This design comes from an exercise in tuning for small area on the open sky130 flow, not from production work. Only simulation tests tie the RTL to the original design; equivalence was not proved. Power is estimated from default activity; no workload was simulated.

`flow/run.sh`:
```
#!/bin/bash
# The standard layout (the standard.sh, unchanged synthesis, floorplan,
# power grid, placement, routing), with two changes passed to ORFS through
# its own variables:
#  - the port buffers are buf_1 cells instead of the default clkdlybuf4s50_1;
#  - clock tree synthesis inserts no dummy loads (the clustering settings are
#    the same as config.mk's CTS_* settings).
# Each tool's output stays in ORFS's own log files (orfs/logs/...); the
# output of standard.sh itself goes to standard.log.
set -o pipefail
export BUFFER_PORTS_ARGS="-buffer_cell sky130_fd_sc_hd__buf_1"
export CTS_ARGS="-sink_clustering_enable -repair_clock_nets -sink_clustering_size 30 -sink_clustering_max_diameter 60 -buf_list {sky130_fd_sc_hd__clkbuf_8 sky130_fd_sc_hd__clkbuf_16} -dont_use_dummy_load"
cp standard.sh standard_sh.log 2>/dev/null
bash standard.sh > standard.log 2>&1
```
`standard.sh`:
```
#!/bin/bash
# synth_recipe.tcl (not shown) runs the flow's synth.tcl, then flattens the netlist and writes it again
# the make line also repeats each setting of config.mk as NAME=value (left out here)
make -C /OpenROAD-flow-scripts/flow DESIGN_CONFIG=/design/flow/config.mk WORK_HOME=/design/flow/orfs CLKGATE_MAP_FILE= SYNTH_SCRIPT=/design/flow/synth_recipe.tcl "${@:-finish}"
```
`config.mk`:
```
export PLATFORM = sky130hd
export DESIGN_NAME = mach
export DESIGN_NICKNAME = mach
export VERILOG_FILES = /design/flow/design.v
export SDC_FILE = /design/flow/constraint.sdc
export NUM_CORES = 4
export LEC_CHECK = 0
export ABC_AREA = 0
export CAP_MARGIN = 20
export CORE_MARGIN = 2
export CORE_UTILIZATION = 65
export CTS_BUF_LIST = sky130_fd_sc_hd__clkbuf_8 sky130_fd_sc_hd__clkbuf_16
export CTS_CLUSTER_DIAMETER = 60
export CTS_CLUSTER_SIZE = 30
export PLACE_DENSITY = 0.8
export SLEW_MARGIN = 20
```
`constraint.sdc`:
```
create_clock -name core_clock -period 12.0 [get_ports {clk}]
set_input_delay 2.4000 -clock core_clock [delete_from_list [all_inputs] [get_ports {clk}]]
set_output_delay 2.4000 -clock core_clock [all_outputs]
set_load 0.01 [all_outputs]
```
`design.v`:
```
module mach(
    input clk,rst,
    input [31:0] in,
    output [12:0] imem_addr,
    input  [31:0] imem_rdata,
    output [13:0] dmem_addr,
    output [31:0] dmem_wdata,
    output dmem_we,
    input  [31:0] dmem_rdata,
    output [31:0] out0,
    output [31:0] out1
);
localparam IF      = 4'd0;
localparam ID      = 4'd1;
localparam EXE_ls  = 4'd2;
localparam MEM_sa  = 4'd3;
localparam MEM_ld  = 4'd4;
localparam WB_dm   = 4'd5;
localparam EXE_com = 4'd6;
localparam EXE_cal = 4'd7;
localparam WB_cal  = 4'd8;
localparam WB_jal  = 4'd9;
localparam EXE_jr  = 4'd10;
localparam BRANCH  = 4'd11;
localparam INT     = 4'd12;
reg [3:0]  state;
reg [31:0] IR, PC, A;
reg [4:0]  Prt;           
reg [13:0] aq;            
reg        ltq, gtq, h0q, h1q, h2q;   
reg        f30;           
reg [15:10] IM;
reg EXL, IE, pend;
reg [31:0] PRID, EPC;
reg PRIDv, EPCv, PRESETv;
reg [3:0]  CTRL;
reg [31:0] PRESET, COUNT;
reg IRQ;
reg [31:0] o0, o1;
assign out0 = o0;
assign out1 = o1;
wire [5:0]  op = IR[31:26];
wire [4:0]  rs = IR[25:21];
wire [4:0]  rt = IR[20:16];
wire [4:0]  rd = IR[15:11];
wire [5:0]  fn = IR[5:0];
wire [15:0] imm = IR[15:0];
wire d_rtype  = (op == 6'h00);
wire d_jr     = d_rtype & (fn == 6'h08);
wire d_subu   = d_rtype & (fn == 6'h23);
wire d_slt    = d_rtype & (fn == 6'h2a);
wire d_r3     = d_rtype & ((fn == 6'h21) | (fn == 6'h23) | (fn == 6'h2a));
wire d_bltzal = (op == 6'h01) & (rt == 5'd16);
wire d_op1    = (op == 6'h01);
wire d_j      = (op == 6'h02);
wire d_jal    = (op == 6'h03);
wire d_beq    = (op == 6'h04);
wire d_addi   = (op == 6'h08);
wire d_addiu  = (op == 6'h09);
wire d_ori    = (op == 6'h0d);
wire d_lui    = (op == 6'h0f);
wire d_cp0    = (op == 6'h10);
wire d_mtc0   = d_cp0 & (rs == 5'd4);
wire d_eret   = d_cp0 & (rs == 5'd16);
wire d_mfc0   = d_cp0 & (rs == 5'd0);
wire d_lw     = (op == 6'h23);
wire d_sw     = (op == 6'h2b);
wire d_lb     = (op == 6'h20);
wire d_sb     = (op == 6'h28);
wire d_mem    = d_lw | d_sw | d_lb | d_sb;
wire d_store  = op[3];           
reg [31:0] R [1:31];
reg [31:1] V;
wire ld_A = (state == IF) | ((state == ID) & ~d_mtc0);
wire [4:0] ridx = ld_A ? rs : (state == ID) ? Prt : rt;
reg [31:0] rport;
integer i;
always @(*) begin
    rport = 32'b0;
    for (i = 1; i < 32; i = i + 1)
        rport = rport | ({32{(ridx == i) & V[i]}} & R[i]);
end
wire c30 = V[30] & (R[30] == 32'd1);
wire [31:0] Bv = {rport[31:1], rport[0] | ((state == ID) & (Prt == 5'd30) & f30)};
wire pc_mode = (state == IF) | (state == BRANCH);
wire use_imm = d_addi | d_addiu | d_mem;
wire [31:0] sext = {{16{imm[15]}}, imm};
wire [31:0] opb  = pc_mode ? ((state == IF) ? 32'd4 : {sext[29:0], 2'b00}) :
                   use_imm ? sext : Bv;
wire [31:0] opa  = pc_mode ? PC : A;
wire        sub  = ~pc_mode & (d_subu | d_slt | d_beq);
wire [31:0] sum;
wire        cout;
assign {cout, sum} = {1'b0, opa} + {1'b0, sub ? ~opb : opb} + {32'b0, sub};
wire        slt_r = ~Bv[31] & (A[31] | sum[31]);
wire ovf  = d_addi & (A[31] ^ cout ^ sum[31]);
wire zero = (sum == 32'b0);
reg  zq, ovfq;
wire lt3000 = (sum[31:14] == 18'b0) & ~(sum[13] & sum[12]);
wire gt7eff = (sum[31:15] != 17'b0) | (sum[14:8] == 7'h7f);
wire hit0   = (sum[31:4] == 28'h00007f0);
wire hit1   = (sum[31:4] == 28'h00007f1);
wire hit2   = (sum[31:4] == 28'h00007f2);
wire IntReq = IRQ & IM[10] & IE & ~EXL;
wire sel12 = (rd == 5'd12);
wire sel15 = (rd == 5'd15);
wire wb_state = (state == WB_cal) | (state == WB_dm) | (state == BRANCH);
wire cp0w = (wb_state & IntReq) | ((state == MEM_sa) & d_cp0);
always @(posedge clk, posedge rst) begin
    if (rst) begin
        IM <= 0; EXL <= 0; IE <= 0; pend <= 0; PRIDv <= 0; EPCv <= 0;
    end else begin
        pend <= d_eret ? 1'b0 : IRQ;
        if (state == INT) begin
            if (!sel12) EXL <= ~d_eret;
            EPCv <= 1'b1;
        end else begin
            if (cp0w & sel12) EXL <= Bv[1];
            else if (d_eret) EXL <= 1'b0;
        end
        if (cp0w & sel12) begin IM <= Bv[15:10]; IE <= Bv[0]; end
        if (cp0w & sel15) PRIDv <= 1'b1;
    end
end
always @(posedge clk) begin
    if (state == INT) EPC <= PC;
    if (cp0w & sel15) PRID <= Bv;
end
wire [1:0] dsel = aq[3:2];
wire we_t = (state == MEM_sa) & h0q;
wire we_o = (state == MEM_sa) & h2q;
always @(posedge clk, posedge rst) begin
    if (rst) begin
        CTRL <= 0; PRESETv <= 0; IRQ <= 0; COUNT <= 0;
    end else begin
        if (CTRL[2:1] == 2'b00) begin
            if (COUNT != 0 && CTRL[0]) COUNT <= COUNT - 1;
            if (COUNT == 0) begin
                CTRL[0] <= 1'b0;
                if (CTRL[3]) begin IRQ <= 1'b1; CTRL[3] <= 1'b0; end
            end
        end
        if (CTRL[2:1] == 2'b01) begin
            if (COUNT != 0 && CTRL[0]) COUNT <= COUNT - 1;
            if (COUNT == 0) begin
                COUNT <= PRESETv ? PRESET : 32'b0;
                if (CTRL[3]) IRQ <= 1'b1;
            end
        end
        if (IRQ) IRQ <= 1'b0;
        if (we_t) begin
            case (dsel)
                2'b00: CTRL <= Bv[3:0];
                2'b01: begin PRESETv <= 1'b1; COUNT <= Bv; end
                default: ;
            endcase
        end
    end
end
always @(posedge clk) begin
    if (we_t && dsel == 2'b01) PRESET <= Bv;
end
always @(posedge clk, posedge rst) begin
    if (rst) begin o0 <= 0; o1 <= 0; end
    else if (we_o) begin
        if (dsel[0]) o1 <= Bv; else o0 <= Bv;
    end
end
assign dmem_addr  = aq;
assign dmem_wdata = d_sb ? {dmem_rdata[31:8], Bv[7:0]} : Bv;
assign dmem_we    = (state == MEM_sa) & ~d_cp0 & ltq;
wire wb_ld  = (state == WB_dm) & ~d_mfc0;      
wire wb_mf  = (state == WB_dm) & d_mfc0;
wire wb_cal = (state == WB_cal);
wire s_sum  = (wb_cal & ~ovfq & ~d_ori & ~d_lui & ~d_slt) | (wb_ld & ~ltq & ~gtq);
wire s_ori  = wb_cal & ~ovfq & d_ori;
wire s_lui  = wb_cal & ~ovfq & d_lui;
wire s_slt  = wb_cal & ~ovfq & d_slt;
wire s_one  = wb_cal & ovfq;
wire s_dmw  = wb_ld & ltq & ~d_lb;
wire s_dmb  = wb_ld & ltq & d_lb;
wire s_in   = wb_ld & gtq & h1q;
wire s_o1   = wb_ld & gtq & h2q & aq[2];
wire s_ff   = wb_ld & gtq & ~h0q & ~h1q & ~h2q;
wire s_sr   = wb_mf & sel12;
wire s_ca   = wb_mf & (rd == 5'd13);
wire s_epc  = wb_mf & (rd == 5'd14) & EPCv;
wire s_prid = wb_mf & sel15 & PRIDv;
wire s_pc   = (state == WB_jal);
wire [31:0] wdat =
      ({32{s_sum}}  & sum)
    | ({32{s_ori}}  & (A | {16'b0, imm}))
    | ({32{s_lui}}  & {imm, 16'b0})
    | {31'b0, (s_slt & slt_r) | s_one}
    | ({32{s_dmw}}  & dmem_rdata)
    | ({32{s_dmb}}  & {{24{dmem_rdata[7]}}, dmem_rdata[7:0]})
    | ({32{s_in}}   & in)
    | ({32{s_o1}}   & o1)
    | {32{s_ff}}
    | ({32{s_sr}}   & {16'b0, IM, 8'b0, EXL, IE})
    | {21'b0, s_ca & pend, 10'b0}
    | ({32{s_epc}}  & EPC)
    | ({32{s_prid}} & PRID)
    | ({32{s_pc}}   & PC);
wire wen = s_pc | wb_cal | wb_ld | (wb_mf & ~gtq);
wire [4:0] wdst = s_pc ? 5'd31 : (wb_cal & ovfq) ? 5'd30 : (wb_cal & d_r3) ? rd : rt;
always @(posedge clk) begin
    for (i = 1; i < 32; i = i + 1)
        if (wen && wdst == i) R[i] <= wdat;
end
always @(posedge clk, posedge rst) begin
    if (rst) V <= 0;
    else begin
        if (c30) V[30] <= 1'b0;
        if (wen && wdst != 5'd0) V[wdst] <= 1'b1;
    end
end
reg [3:0] ns;
always @(*) begin
    ns = IF;
    case (state)
        IF: ns = ID;
        ID: begin
            if (d_j | d_eret) ns = BRANCH;
            else if (d_jal) ns = WB_jal;
            else if (d_jr) ns = EXE_jr;
            else if (d_mem) ns = EXE_ls;
            else if (d_beq | d_bltzal) ns = EXE_com;
            else if (d_mtc0) ns = MEM_sa;
            else if (d_mfc0) ns = MEM_ld;
            else if (d_op1) ns = ID;
            else ns = EXE_cal;
        end
        EXE_ls:  ns = d_store ? MEM_sa : MEM_ld;
        MEM_ld:  ns = WB_dm;
        MEM_sa:  ns = IF;
        EXE_com: ns = d_bltzal ? WB_jal : BRANCH;
        EXE_cal: ns = WB_cal;
        WB_jal:  ns = BRANCH;
        EXE_jr:  ns = BRANCH;
        WB_dm, WB_cal, BRANCH: ns = IntReq ? INT : IF;
        default: ns = IF;
    endcase
end
always @(posedge clk, posedge rst) begin
    if (rst) state <= IF;
    else state <= ns;
end
always @(posedge clk, posedge rst) begin
    if (rst) IR <= 32'b0;
    else if (state == IF) IR <= imem_rdata;
end
always @(posedge clk) begin
    if (state == IF) begin
        Prt <= rt;
    end
    if (ld_A) A <= rport;
    aq  <= sum[13:0];
    zq  <= zero;
    ovfq <= ovf;
    ltq <= lt3000;
    gtq <= gt7eff;
    h0q <= hit0;
    h1q <= hit1;
    h2q <= hit2;
    f30 <= c30;
end
wire st_br  = (state == BRANCH);
wire p_sum  = ((state == IF) & ~d_eret) |
              (st_br & ((d_beq & zq) | (d_bltzal & A[31])));
wire p_epc  = ((state == IF) | st_br) & d_eret & EPCv;
wire p_jt   = st_br & (d_j | d_jal);
wire p_jr   = st_br & d_jr;
wire p_vec  = (state == INT);
wire p_hold = ~((state == IF) | st_br | p_vec) |
              (st_br & ((d_beq & ~zq) | (d_bltzal & ~A[31])));
wire [31:0] pc_next =
      ({32{p_sum}}  & sum)
    | ({32{p_epc}}  & EPC)
    | ({32{p_jt}}   & {PC[31:28], IR[25:0], 2'b00})
    | ({32{p_jr}}   & A)
    | ({32{p_vec}}  & 32'h00004180)
    | ({32{p_hold}} & PC);
always @(posedge clk, posedge rst) begin
    if (rst) PC <= 32'h00003000;
    else PC <= pc_next;
end
assign imem_addr = PC[12:0];
endmodule
```
==> results of run 1 <==
metrics by stage:
stage	worst slack, ps	cell area (µm²)	utilization [%]	hold WS, ps
detailed placement	2270	60600	68.8	467
CTS	2220	62800	71.3	474
global route	1950	62900	71.4	501
floorplan	3810	57500	-	421
finish	2220	62900	71.4	476
global placement	2290	60500	68.7	454
kinds of logic after synthesis:
| group | synth area share [%] |
|---|---|
| fa+ha+maj | 1.06 |
| mux | 4.29 |
| flops | 68.7 |
| buf+inv | 2.43 |
| compound gates | 14.2 |
| simple gates | 8.20 |
| xor+xnor | 1.15 |
synthesized netlist by cell type, drive strengths merged, types with 28 or more instances:
cell / number
mux2: 162
buf: 49
or3: 31
nor3: 65
inv: 47
a21oi: 101
a221o: 28
mux2i: 64
dfrtp: 210
a22oi: 122
a22o: 176
edfxtp: 1125
nand2: 263
xnor2: 42
ha: 47
o21ai: 138
a31oi: 33
nand3: 113
a222oi: 73
nor2: 169
nand4: 82
o211ai: 36
xor2: 32
clkbuf: 250
a221oi: 178
o21bai: 33
nor4: 43
final cells by class:
class	instances	area (µm²)	area share [%]
multi-input cells	2341	17400	27.7
clock buffers	90	2250	3.58
repair buffers	383	2070	3.29
flip-flops and latches	1359	39500	62.8
inverters	47	184	0.292
well taps	1165	1460	2.32
power by group through the flow:
stage	Sequential (mW)	Combinational, mW	Clock (mW)
global route	6.47	5.35	2.94
floorplan	6.30	3.00	0
CTS	6.43	4.91	2.79
detailed placement	6.53	4.88	0
finish	6.45	5.17	2.82
global placement	6.51	4.83	0
state kept, by name, indices dropped and copies added (netlist names), 4 cells and up:
register,count
A,32
COUNT,32
CTRL,4
EPC,32
IM,6
IR,32
PC,32
PRESET,32
PRID,32
Prt,5
R,992
V,31
aq,14
o0,32
o1,32
state,4
path summary, 6_finish.rpt:
path	slack (ps)	depth (start not counted)	start	end
worst max-delay path	2220	30	IR[27]	gtq
worst min-delay path	480	0	PC[31]	EPC[31]
worst max register to register	2220	30	IR[27]	gtq
worst min register to register	480	0	PC[31]	EPC[31]
max in group asynchronous	7990	4	rst	o0[11]
min in group asynchronous	1870	2	rst	IR[20]
worst max-delay path, delay by kind of cell, from the launching register on:
family	cells	cell delay (ps)
adder cells (fa/ha/maj)	1	470
buffers and inverters	3	1050
AO/OA/AOI/OAI	11	2600
XOR/XNOR	2	440
multiplexers	1	340
AND/OR/NAND/NOR	12	4310
flip-flops	1	360
metal layers:
layer	GRT usage, %	vias to the layer above	wire length (µm)
met5	0	-	64
met4	32.0	6	18400
met3	12.6	1025	32200
met2	66.6	4038	88600
met1	56.4	20172	64400
li1	-	16499	-
layout by cell type (no fill, tap or decap), types with 122 or more instances in the layout:
master / n
edfxtp_1: 1125
nand2_1: 262
buf_1: 221
dfrtp_1: 210
a221oi_1: 178
a22o_1: 176
mux2_2: 162
buf_4: 157
o21ai_0: 136
nor2_1: 131
a22oi_1: 122
==> impl_metrics.toml, run 1 <==
[clock_network]
htreeDepth = 3
cts_resized = 0
numCtsBuffers = 90
tritoncts = "yes"
clockBufferDepth = 3
cts_sinks = 1359
worstSkewPairLatency_ps = 730
clk_pin_slew_worst_paths_ps = 110
cts_setup_buffers = 0
hold_buffers = 0
cts_root_buf = "clkbuf_16"

[power_and_ir_drop]
ir_drop_v = 0.000182
power.internal_mw = 8.83
p_sw_mw = 5.60
power_density_nw_per_um2 = 229
power.total_mw = 14.4
leakage_nw = 21.9
p_clk_share_pct = 19.5
seqPwrFrac_pct = 44.7
p_sw_share_pct = 38.8
p_comb_share_pct = 35.8

[die]
core_um2 = 88100
ios = 222
start_util_pct = 65.3
die-area_um2 = 90900
die_width_um = 302
rows = 109
dieHeight_um = 302

[cells_and_area]
finalNetCount = 4368
fillers = 5643
drive_above_1_share_pct = 13.2
syn_to_final_growth_pct = 9.34
final_cell_count_no_fill = 5385
diodes = 0

[timing]
tightest_slew_ps = 1160
post-route-period-util_pct = 81.5
rsz0062_at_grt = "no"
finalSetupViolCount = 0
fmax_mhz = 102
fin_tns_setup_ps = 0
drv_slew = 0
worst_clock_skew_ps = 115
hold_violations = 0
finalCriticalPeriod_ps = 9780
relSlewSlack_pct = 22.8

[setup_path]
worst-path-max-fanout = 40
critical_path.max_stage_delay_ps = 840
crit_path_end_kind = "register"
crit_required_ps = 12530
critPathLaunchType = "register"
critPathSlowestCell = "or4_1"
crit_type = "reg2reg"
arrival_ps = 10310

[outcome]
status = "complete, no violations"

[logic_synthesis]
async_flop_share_pct = 15.6
ys_warn_count = 2
syn_area_per_cell_um2 = 14.2
ys_ff_latch = 1359
postSynthCellCount = 4046
synth_area_leader_cell = "edfxtp_1"
synthDistinctLibCells = 90
synth_edf_count = 1125
syn_nets = 4192
yosys-top-cells-area = "edfxtp_1 59%, dfrtp_1 9.1%, mux2_2 3.2%"
synth_flop_cell = "edfxtp_1"
synth.yosys.seq_area_share_pct = 68.7
netlist.area_leader.share_pct = 58.7
synth_area_um2 = 57500

[placed_design]
gp_congestion = 1.02
dp_hpwl_um = 122000
placed_cells = 5292
io_buffers = 221

[global_route]
grt_overflow = 0
grt_pass1_wl_um = 285000
track_usage_pct = 44.6
antenna_found_initial = 6
first_global_vias = 39988
grt_max_degree = 93

[detailed_routing]
vias = 41740
dr.pass1.iters = 13
ant_nets = 0
drt_iter0_markers = 7753
viasPerCell = 7.75
wirelength_um = 204000
wl_per_cell_um = 37.8
drc_errors = 0

[worst_hold_path]
hp-class = "reg2reg"

[flow_run]
cap_viol_max_count = 0
==> run 2: changes to the inputs <==
--- a/flow/run.sh
+++ b/flow/run.sh
@@ -10,5 +10,5 @@
 set -o pipefail
 export BUFFER_PORTS_ARGS="-buffer_cell sky130_fd_sc_hd__buf_1"
-export CTS_ARGS="-sink_clustering_enable -repair_clock_nets -sink_clustering_size 30 -sink_clustering_max_diameter 60 -buf_list {sky130_fd_sc_hd__clkbuf_8 sky130_fd_sc_hd__clkbuf_16} -dont_use_dummy_load"
+export CTS_ARGS="-sink_clustering_enable -repair_clock_nets -sink_clustering_size 28 -sink_clustering_max_diameter 70 -buf_list {sky130_fd_sc_hd__clkbuf_8 sky130_fd_sc_hd__clkbuf_16} -dont_use_dummy_load"
 cp standard.sh standard_sh.log 2>/dev/null
 bash standard.sh > standard.log 2>&1
--- a/config.mk
+++ b/config.mk
@@ -11,6 +11,6 @@
 export CORE_UTILIZATION = 65
 export CTS_BUF_LIST = sky130_fd_sc_hd__clkbuf_8 sky130_fd_sc_hd__clkbuf_16
-export CTS_CLUSTER_DIAMETER = 60
-export CTS_CLUSTER_SIZE = 30
+export CTS_CLUSTER_DIAMETER = 70
+export CTS_CLUSTER_SIZE = 28
 export PLACE_DENSITY = 0.8
 export SLEW_MARGIN = 20
==> run 2 against run 1 <==
  * Wire length is 0.47% lower
  * Global-route usage is 0.19 points lower
  * Still clean on timing, DRC and antenna
  * Combinational power barely moved
  * Utilization is 0.61 points lower
  * Clock skew is 8.0 ps lower
  * Worst setup slack lost 88 ps
  * Critical path depth unchanged
  * Sequential power barely moved
  * Die area is the same
  * Highest routed layer unchanged
  * Area after synthesis unchanged
==> impl_metrics.toml, run 2 <==
[outcome]
status = "complete, no violations"

[clock_network]
cts_root_buf = "clkbuf_16"
cts_resized = 0
clk_pin_slew_worst_paths_ps = 80
cts_sinks = 1359
numCtsBuffers = 68
clockBufferDepth = 3
tritoncts = "yes"
cts_setup_buffers = 0
htreeDepth = 3
hold_buffers = 0
worstSkewPairLatency_ps = 700

[cells_and_area]
regMostFlops = "R"
final_cell_mix = "1,125 x edfxtp_1, 262 x nand2_1, 221 x buf_1, 210 x dfrtp_1, 178 x a221oi_1"
mostFrequentLayoutCell = "edfxtp_1"
fillers = 5742
drive_above_1_share_pct = 12.7
syn_to_final_growth_pct = 8.40
final_core_util_pct = 70.8
final_cell_count_no_fill = 5367
finalNetCount = 4347
largest_reg_flops = 992

[die]
core_um2 = 88100
start_util_pct = 65.3
die_width_um = 302
rows = 109
dieHeight_um = 302
die-area_um2 = 90900
ios = 222

[setup_path]
crit_family = "simple AND/OR/NAND/NOR gates"
crit_type = "reg2reg"
critPathSlowestCell = "or4_1"
crit_required_ps = 12510
worst-path-max-fanout = 40
critical_path.max_stage_delay_ps = 860
arrival_ps = 10390
rr_worst_depth = 30
crit-reg2reg-capture = "gtq"
rrSetupSlack_ps = 2130
cp.depth = 30
critPathLaunchType = "register"
path_buf_inv = 3
rr_startpoint = "IR[27]"
crit_path_end_kind = "register"

[detailed_routing]
ant_nets = 0
drc_errors = 0
viasPerCell = 7.73
wl_per_cell_um = 37.8
wirelength_um = 203000
dr.pass1.iters = 9
drt_iter0_markers = 8075
vias = 41498

[power_and_ir_drop]
ir_drop_v = 0.000185
leakage_nw = 21.7
power_density_nw_per_um2 = 225

[logic_synthesis]
syn_area_per_cell_um2 = 14.2
synth_area_leader_cell = "edfxtp_1"
synth_flop_cell = "edfxtp_1"
async_flop_share_pct = 15.6
synthDistinctLibCells = 90
netlist.area_leader.share_pct = 58.7
synth_most_common_cell = "edfxtp_1"
synth_area_um2 = 57500
syn_nets = 4192
postSynthCellCount = 4046
synth_edf_count = 1125
ys_warn_count = 2
synth.yosys.seq_area_share_pct = 68.7
synthTopCellsByCount = "1,125 x edfxtp_1, 262 x nand2_1, 250 x clkbuf_1, 210 x dfrtp_1, 178 x a221oi_1"
ys_ff_latch = 1359
yosys-top-cells-area = "edfxtp_1 59%, dfrtp_1 9.1%, mux2_2 3.2%"

[timing]
finalCriticalPeriod_ps = 9870
fin_tns_setup_ps = 0
worst_clock_skew_ps = 107
relSlewSlack_pct = 21.7
finalSetupViolCount = 0
fmax_mhz = 101
tightest_slew_ps = 1160
drv_slew = 0
rsz0062_at_grt = "no"
post-route-period-util_pct = 82.3
hold_violations = 0

[placed_design]
io_buffers = 221
placed_cells = 5292
dp_hpwl_um = 122000
gp_congestion = 1.02

[global_route]
first_global_vias = 39674
track_usage_pct = 44.4
antenna_found_initial = 9
grt_max_degree = 93
grt_overflow = 0
grt_pass1_wl_um = 283000

[worst_hold_path]
holdPathStages = 2
hold_start = "PRIDv"
hp-class = "reg2reg"
hold_path_end = "PRIDv"

[flow_run]
cap_viol_max_count = 0
[run 2: how the worst max path moves through the flow]
stage	startpoint	endpoint	slack, ps
2_1_floorplan	rst	COUNT[0]	3810
3_3_place_gp	IR[27]	R[28][30]	2290
3_5_place_dp	IR[27]	R[11][28]	2270
4_1_cts	IR[27]	R[8][28]	2210
5_1_grt	IR[27]	zq	1870
6_report	IR[27]	gtq	2130
[run 2: layout make-up]
type | count | area [µm²] | area share, %
antenna | 3 | 7.51 | 0.0120
clock buffer | 68 | 1700 | 2.73
inverter | 47 | 184 | 0.295
multi-input combinational | 2341 | 17400 | 27.9
sequential | 1359 | 39500 | 63.4
tap | 1165 | 1460 | 2.34
timing repair buffer | 384 | 2070 | 3.32
[run 2: kinds of logic (layout without fill, tap and decap cells)]
family	after synthesis	after routing	share of synthesized area (%)
flip-flops	1359	1359	68.7
AO/OA/AOI/OAI	1063	1063	14.2
AND/OR/NAND/NOR	930	930	8.20
buffers and inverters	346	499	2.43
multiplexers	226	226	4.29
XOR/XNOR	74	74	1.15
adder cells (fa/ha/maj)	48	48	1.06
other	0	3	0
[run 2: layer usage]
metal / track usage (%) / vias to the layer above / routed length [µm]
li1: - / 16451 / -
met1: 56.6 / 20052 / 64200
met2: 66.2 / 3954 / 88200
met3: 12.2 / 1035 / 31700
met4: 31.6 / 6 / 18600
met5: 0 / - / 66
[run 2: power by group]
group	internal (mW)	leakage, nW	switching, mW	total [mW]
clock network	1.02	0.838	1.42	2.44
logic	1.49	7.41	3.68	5.17
registers	6.01	13.4	0.430	6.44
[run 2: through the flow]
stage / power (mW) / instance area, µm² / hold WS [ps] / setup slack, ps
after floorplan: 9.30 / 57500 / 421 / 3810
after global placement: 11.3 / 60500 / 454 / 2290
after detailed placement: 11.4 / 60600 / 467 / 2270
after CTS: 13.7 / 62300 / 480 / 2210
after global routing: 14.4 / 62400 / 497 / 1870
final: 14.1 / 62400 / 489 / 2130
[run 2: tightest hold or removal path, delay by kind of cell, from the launching register on]
family,cells,cell delay [ps]
DFF,1,320
AOI/OAI and AO/OA,1,70
buffers and inverters,1,60

-- afterwards: timing with drivers on the ports --
How much do the figures lean on ideal ports? The routed layouts below were timed once more, with nothing changed but the port constraints. Step 1 (the two cells are an assumption about what drives the block):
set clk [get_ports {clk}]
set_driving_cell -lib_cell sky130_fd_sc_hd__clkbuf_16 $clk
set_driving_cell -lib_cell sky130_fd_sc_hd__buf_2 [delete_from_list [all_inputs] $clk]
Step 2 adds t to the input delays and takes it off the output delays; t is the mean of the earliest and latest rising clock arrival at the registers after step 1. Input paths then give back, and output paths get back, about the clock's delay inside the block. Three values: no drivers, after step 1, after step 2; two values: the first two.
| run | t (ns) | slack for setup (ns) | worst setup path after step 2 | latest minus earliest clock arrival (ns) | cell pins on the clock port's net |
|---|---|---|---|---|---|
| run 1 | 0.751 | 2.217 / 2.217 / 2.217 | register to register | 0.115 / 0.114 | 1 |
| run 2 | 0.715 | 2.128 / 2.128 / 2.128 | register to register | 0.107 / 0.106 | 1 |
After both steps every run listed still meets setup and hold.
